Source: an optimization exercise on an open RTL-to-GDS flow (aim: small area). Production flows keep margins and buffers that such runs may drop.
Function was checked by simulation only, so behaviour that the tests miss may differ from the original.

main:
==> flow/design.v (excerpt) <==
module top(
    input         clk,
    input         rst,
    input  [26:0] freq_config,
    input  [26:0] phas_config,
    output reg [13:0] S
    );
Size: roughly 1000 cells after synthesis, ~110 flip-flops, roughly 70 I/O pins, roughly 10000 µm² of cells after synthesis.
clock: 8.0 ns
lec_check: 0
cap_margin: 20
core_margin: 2
core_utilization: 60
slew_margin: 20
synth_hierarchical: 1
synth_minimum_keep_size: 0
run.sh (not shown) runs the stock make flow with config.mk's settings and CLKGATE_MAP_FILE= SYNTH_SCRIPT=/design/flow/synth_recipe.tcl, a recipe that flattens the netlist after the stock synthesis.
main: no failed stages, no open violations at the end
### main -> the feature branch
- CAP_MARGIN changed from 20 to 0
- SLEW_MARGIN changed from 20 to 0
==> flow/flow/run.sh (new file) <==
#!/bin/bash
# The standard layout (the standard.sh), with two changes:
#  - the port buffers are the smallest buffer, sky130_fd_sc_hd__buf_1;
#  - clock tree synthesis inserts no dummy loads.
set -euo pipefail
bash standard.sh \
  'BUFFER_PORTS_ARGS=-buffer_cell sky130_fd_sc_hd__buf_1' \
  'CTS_ARGS=-sink_clustering_enable -repair_clock_nets -dont_use_dummy_load' \
  finish > standard_flow.log 2>&1
==> flow/standard.sh (new file) <==
#!/bin/bash
# synth_recipe.tcl (not shown) runs the flow's synth.tcl, then flattens the netlist and writes it again
# the make line also repeats each setting of config.mk as NAME=value (left out here)
make -C /OpenROAD-flow-scripts/flow DESIGN_CONFIG=/design/flow/config.mk WORK_HOME=/design/flow/orfs CLKGATE_MAP_FILE= SYNTH_SCRIPT=/design/flow/synth_recipe.tcl "${@:-finish}"
removed: flow/run.sh
### Flow results
- In the metrics for the feature branch and main, the one carrying the higher sum of met3 wire segment lengths after detailed routing is main.
- Multi-input logic portion of the cell area up 3.2 points in the feature branch wrt main
- Routed via count divided by cell count essentially unchanged between main and the feature branch.
- Between main and the feature branch, the flow reports number of filler instances in the final layout increasing slightly.

========
Starting RTL as in the previous note.
==> flow/design.v (excerpt) <==
module top(
    input         clk,
    input         rst,
    input  [26:0] freq_config,
    input  [26:0] phas_config,
    output reg [13:0] S
    );
==> flow/config.mk <==
export PLATFORM = sky130hd
export DESIGN_NAME = top
export DESIGN_NICKNAME = top
export VERILOG_FILES = /design/flow/design.v
export SDC_FILE = /design/flow/constraint.sdc
export NUM_CORES = 4
export LEC_CHECK = 0
export CAP_MARGIN = 20
export CORE_MARGIN = 2
export CORE_UTILIZATION = 60
export SLEW_MARGIN = 20
export SYNTH_HIERARCHICAL = 1
export SYNTH_MINIMUM_KEEP_SIZE = 0
==> flow/constraint.sdc <==
create_clock -name core_clock -period 8.0 [get_ports {clk}]
set_input_delay 1.6000 -clock core_clock [delete_from_list [all_inputs] [get_ports {clk}]]
set_output_delay 1.6000 -clock core_clock [all_outputs]
set_load 0.01 [all_outputs]
standard.sh (not shown) runs the stock make flow with config.mk's settings and CLKGATE_MAP_FILE= SYNTH_SCRIPT=/design/flow/synth_recipe.tcl, a recipe that flattens the netlist after the stock synthesis.
==> flow/flow/run.sh <==
#!/bin/bash
# The standard layout (the standard.sh), with two changes:
#  - the port buffers are the smallest buffer, sky130_fd_sc_hd__buf_1;
#  - clock tree synthesis inserts no dummy loads.
set -euo pipefail
bash standard.sh \
  'BUFFER_PORTS_ARGS=-buffer_cell sky130_fd_sc_hd__buf_1' \
  'CTS_ARGS=-sink_clustering_enable -repair_clock_nets -dont_use_dummy_load' \
  finish > standard_flow.log 2>&1
The first run passed the timing, DRC and antenna checks.
Next try:
--- a/flow/flow/run.sh
+++ b/flow/flow/run.sh
@@ -6,4 +6,4 @@
 bash standard.sh \
   'BUFFER_PORTS_ARGS=-buffer_cell sky130_fd_sc_hd__buf_1' \
-  'CTS_ARGS=-sink_clustering_enable -repair_clock_nets -dont_use_dummy_load' \
+  'CTS_ARGS=-sink_clustering_enable -repair_clock_nets -dont_use_dummy_load -buf_list sky130_fd_sc_hd__clkbuf_8 -sink_clustering_size 10 -sink_clustering_max_diameter 50' \
   finish > standard_flow.log 2>&1
The new run produced a clean layout; count of clock-buffer cells in the layout is unchanged; synthesized area does not change; cell area shrinks slightly; flip-flop and latch count does not change; via count hardly moves; synthesized cell count does not change; global-route usage stays flat.

========
top, a different RTL version from the one above (not shown whole).
Size in the first run: ~110 flip-flops, about 70 I/O pins.
==> flow/design.v (excerpt) <==
module top(
    input         clk,
    input         rst,
    input  [26:0] freq_config,
    input  [26:0] phas_config,
    output reg [13:0] S
    );
clock: 8.0 ns
lec_check: 0
abc_area: 1
cap_margin: 20
core_margin: 2
core_utilization: 70
slew_margin: 20
synth_hierarchical: 1
synth_minimum_keep_size: 0
==> flow/flow/run.sh <==
#!/bin/bash
# The standard layout (the standard.sh), with two changes:
#  - the port buffers are the smallest buffer, sky130_fd_sc_hd__buf_1;
#  - clock tree synthesis inserts no dummy loads.
set -euo pipefail
bash standard.sh \
  'BUFFER_PORTS_ARGS=-buffer_cell sky130_fd_sc_hd__buf_1' \
  'CTS_ARGS=-sink_clustering_enable -repair_clock_nets -dont_use_dummy_load' \
  finish > standard_flow.log 2>&1
The starting point completed without violations.
Edit:
--- a/flow/config.mk
+++ b/flow/config.mk
@@ -9,5 +9,5 @@
 export CAP_MARGIN = 20
 export CORE_MARGIN = 2
-export CORE_UTILIZATION = 70
+export CORE_UTILIZATION = 60
 export SLEW_MARGIN = 20
 export SYNTH_HIERARCHICAL = 1
=> Setup slack gains 0.065 ns. Count of clock-buffer cells in the layout does not change. Cell count goes up by a few percent. Synthesized area does not change. Die area goes up by about a fifth. Cell area barely changes.

========
Setup of the baseline:
top, a different RTL version from the one above (not shown whole).
Size in the first run: roughly 1200 cells after synthesis, about 110 flip-flops, ~70 I/O pins.
export LEC_CHECK = 0
export ABC_AREA = 1
export CAP_MARGIN = 20
export CORE_MARGIN = 2
export CORE_UTILIZATION = 60
export GPL_TIMING_DRIVEN = 0
export SLEW_MARGIN = 20
export SYNTH_HIERARCHICAL = 1
export SYNTH_MINIMUM_KEEP_SIZE = 0
create_clock -name core_clock -period 8.0 [get_ports {clk}]
==> flow/flow/run.sh <==
#!/bin/bash
# The standard layout (the standard.sh), with two changes:
#  - the port buffers are the smallest buffer, sky130_fd_sc_hd__buf_1;
#  - clock tree synthesis inserts no dummy loads.
set -euo pipefail
bash standard.sh \
  'BUFFER_PORTS_ARGS=-buffer_cell sky130_fd_sc_hd__buf_1' \
  'CTS_ARGS=-sink_clustering_enable -repair_clock_nets -dont_use_dummy_load' \
  REMOVE_ABC_BUFFERS=1 \
  finish > standard_flow.log 2>&1
> inputs changed (the baseline -> the candidate)
--- a/flow/flow/run.sh
+++ b/flow/flow/run.sh
@@ -9 +8,0 @@
-  REMOVE_ABC_BUFFERS=1 \
--- a/flow/config.mk
+++ b/flow/config.mk
@@ -12 +11,0 @@
-export GPL_TIMING_DRIVEN = 0
## What came out
The baseline | stages: all done | timing, DRC, antenna: all pass. The candidate finished every step from synthesis to the final layout, and the layout passed the timing, DRC and antenna checks. Comparing the candidate with the baseline, the final area came out essentially unchanged. Of the baseline and the candidate, the run reporting the lower final hold slack was the baseline. Looking at post-place instance area, the candidate sits above the baseline. Global-route wire length before repair of the candidate falls short of that of the baseline by a few percent.

static timing again, ports no longer ideal:
No port has a modelled driver above. Below, the same layouts with a new extraction and two added sets of constraints.
Step 1, drivers: a clkbuf_16 drives clk and a buf_2 each remaining input, both assumed.
Step 2, shift: input delay + t, output delay - t, t = (earliest + latest rising clock arrival at the registers) / 2. This alone moves slack from input paths to output paths.
Slacks: no drivers / after step 1 / after step 2; pairs: no drivers / after step 1.
| run | shift t [ns] | setup slack, ns | clock arrival spread, ns | slew at the worst register clock pin (ns) |
|---|---|---|---|---|
| main | 0.411 | 0.380 / 0.406 / -0.005 | 0.015 / 0.015 | 0.09 / 0.09 |
| the feature branch | 0.400 | 0.713 / 0.738 / 0.337 | 0.027 / 0.027 | 0.09 / 0.09 |
| the first run of note 2 | 0.400 | 0.713 / 0.738 / 0.337 | 0.027 / 0.027 | 0.09 / 0.09 |
| the second run of note 2 | 0.418 | 0.740 / 0.744 / 0.343 | 0.041 / 0.042 | 0.12 / 0.12 |
| the first run of note 3 | 0.379 | 0.880 / 0.898 / 0.519 | 0.027 / 0.027 | 0.08 / 0.08 |
| the second run of note 3 | 0.388 | 0.945 / 0.945 / 0.689 | 0.030 / 0.030 | 0.08 / 0.08 |
| the baseline | 0.399 | 0.400 / 0.400 / 0.323 | 0.025 / 0.025 | 0.09 / 0.09 |
| the candidate | 0.399 | 0.642 / 0.642 / 0.642 | 0.036 / 0.035 | 0.09 / 0.09 |
With both steps, setup timing fails in main, where it was met with ideal ports. The setup slack of the second run of note 2, which loses most, moves by +0.004 ns with the drivers and by -0.397 ns with both steps.
